From an optimization exercise on the open Yosys and OpenROAD flow, aimed at small area; shortcuts taken in it are not production practice. Only simulation tests tie the RTL to the original design; equivalence was not proved.

==> fjord <==
## cpuv1
module cpuv1(
    input logic clk,
    input logic [31:0] inst,
    output logic [31:0] result
);
    wire [4:0] addr1 = inst[12:8];
    wire [4:0] addr2 = inst[17:13];
    wire [4:0] addrw = inst[22:18];
    wire writeen = ~inst[2];           
    logic [37:0] DATA [3:32];
    logic [31:0] out;
    always @(posedge clk) begin
        if (writeen && addrw >= 5'd3) DATA[addrw] <= {6'd0, out};
        DATA[32] <= {writeen, addrw, out};
    end
    logic [32*29-1:0] q;
    genvar k;
    for (k = 3; k < 32; k = k + 1) begin : g_q
        assign q[32*(k-3) +: 32] = DATA[k][31:0];
    end
    wire [37:0] lastw = DATA[32];
    logic [31:0] a, b;
    cpu_register r1(.addr1(addr1), .addr2(addr2), .lw(lastw[37]), .la(lastw[36:32]),
                    .last(lastw[31:0]), .q(q), .RD1(a), .RD2(b));
    alu a1(.a(a), .b(b), .sel(inst[1:0]), .out(out));
    assign result = out;
endmodule
clock: 130.0 ns
lec_check: 0
cap_margin: 5
core_margin: 2
core_utilization: 70
cts_buf_list: sky130_fd_sc_hd__clkbuf_8
gpl_timing_driven: 0
slew_margin: 5
synth_hierarchical: 1
run.sh (not shown) runs the stock make flow with config.mk's settings and CLKGATE_MAP_FILE= SYNTH_SCRIPT=/design/flow/synth_recipe.tcl, a recipe that flattens the netlist after the stock synthesis.
==> raven (differences from fjord) <==
- CORE_UTILIZATION: 70 -> 50
==> onyx (differences from fjord) <==
- CORE_UTILIZATION: 70 -> 58
==> results.json <==
{
  "status": "timing/DRC/antenna clean",
  "place_congestion": 1.01,
  "dpl.hpwl_mm": 188,
  "ctsResizeCount": 96,
  "start_util": 0.584
}
-- figures above: onyx

==> results.json <==
{
  "status": "aborted with a tool error",
  "haltStage": "global routing",
  "stop_error": "[ERROR GRT-0232] Routing congestion too high. Check the congestion heatmap in the GUI.",
  "place_congestion": 1.08,
  "ctsResizeCount": 91,
  "dpl.hpwl_mm": 186
}
-- figures above: fjord

==> results.json <==
{
  "start_util": 0.505,
  "place_congestion": 0.989,
  "grt_use_met1": 0.494,
  "status": "timing/DRC/antenna clean",
  "ctsResizeCount": 105,
  "grt_pass1_vias": 59500
}
-- figures above: raven



==> build 1: inputs <==
Another version of the RTL of cpuv1 (not shown whole).
==> flow/config.mk <==
export PLATFORM = sky130hd
export DESIGN_NAME = cpuv1
export DESIGN_NICKNAME = cpuv1
export VERILOG_FILES = /design/flow/design.v
export SDC_FILE = /design/flow/constraint.sdc
export NUM_CORES = 4
export LEC_CHECK = 0
export CAP_MARGIN = 5
export CORE_MARGIN = 2
export CORE_UTILIZATION = 58
export CTS_BUF_LIST = sky130_fd_sc_hd__clkbuf_16
export CTS_CLUSTER_DIAMETER = 100
export CTS_CLUSTER_SIZE = 22
export GPL_TIMING_DRIVEN = 0
export SLEW_MARGIN = 5
export SYNTH_HIERARCHICAL = 1
==> flow/constraint.sdc <==
create_clock -name core_clock -period 130.0 [get_ports {clk}]
set_input_delay 26.0000 -clock core_clock [delete_from_list [all_inputs] [get_ports {clk}]]
set_output_delay 26.0000 -clock core_clock [all_outputs]
set_load 0.01 [all_outputs]
==> trial 51: changes against build 1 <==
Settings changed: CORE_UTILIZATION 58 to 50, CTS_BUF_LIST sky130_fd_sc_hd__clkbuf_16 to sky130_fd_sc_hd__clkbuf_8, CTS_CLUSTER_DIAMETER 100 to not set, CTS_CLUSTER_SIZE 22 to not set.
==> build 7: changes against build 1 <==
Settings changed: CTS_BUF_LIST sky130_fd_sc_hd__clkbuf_16 to sky130_fd_sc_hd__clkbuf_8, CTS_CLUSTER_DIAMETER 100 to not set, CTS_CLUSTER_SIZE 22 to not set.
==> flow_summary.json <==
{
  "outcome": "timing/DRC/antenna clean",
  "cts_root_buf": "clkbuf_16",
  "clock_skew_ns": 0.0289,
  "antenna_cells": 6,
  "fin_area_sq_um": 74300,
  "hold_end": "DATA[32][26]$_DFF_P_",
  "preCtsSetupSlack_ns": -11.57,
  "post_cts_resized": 71,
  "numPlacedInstances": 8300,
  "core_area_sq_um": 111000,
  "fin_nets": 6911,
  "initial_utilization": 0.586,
  "dieArea_sq_um": 115000,
  "grt_usage": 0.464
}
That was build 1.
==> flow_summary.json <==
{
  "hold_end": "DATA[32][1]$_DFF_P_",
  "core_area_sq_um": 111000,
  "fin_nets": 6995,
  "numPlacedInstances": 8300,
  "initial_utilization": 0.586,
  "antenna_cells": 15,
  "dieArea_sq_um": 115000,
  "post_cts_resized": 64,
  "grt_util_met1": 0.530,
  "fin_area_sq_um": 75200,
  "clock_skew_ns": 0.0475,
  "preCtsSetupSlack_ns": -11.57,
  "outcome": "timing/DRC/antenna clean"
}
That was build 7.
==> flow_summary.json <==
{
  "hold_end": "DATA[32][26]$_DFF_P_",
  "fin_nets": 6989,
  "grt_usage": 0.419,
  "initial_utilization": 0.503,
  "outcome": "timing/DRC/antenna clean",
  "clock_skew_ns": 0.0420,
  "fin_area_sq_um": 75600,
  "numPlacedInstances": 8553
}
That was trial 51.

[separate check: timing with driven ports]
No port has a modelled driver above. Below, the same layouts with a new extraction and two added sets of constraints. Step 1 (the two cells are an assumption about what drives the block):
set clk [get_ports {clk}]
set_driving_cell -lib_cell sky130_fd_sc_hd__clkbuf_16 $clk
set_driving_cell -lib_cell sky130_fd_sc_hd__buf_2 [delete_from_list [all_inputs] $clk]
Step 2 also shifts input and output timing later by t, the mid clock arrival at the registers, as if the neighbouring blocks saw the same clock. Slacks: no drivers / after step 1 / after step 2; pairs: no drivers / after step 1.
run | t (ns) | setup slack, ns | pins driven straight from the clock port
raven | 0.866 | 4.064 / 4.037 / 4.037 | 1
onyx | 0.848 | 3.401 / 3.370 / 3.370 | 1
build 1 | 0.724 | 3.388 / 3.364 / 3.364 | 1
trial 51 | 0.860 | 3.796 / 3.772 / 3.772 | 1
build 7 | 0.830 | 3.203 / 3.178 / 3.178 | 1
After both steps setup and hold are still met in every run listed. The setup slack of onyx, which loses most, moves by -0.031 ns with the drivers and by -0.031 ns with both steps.
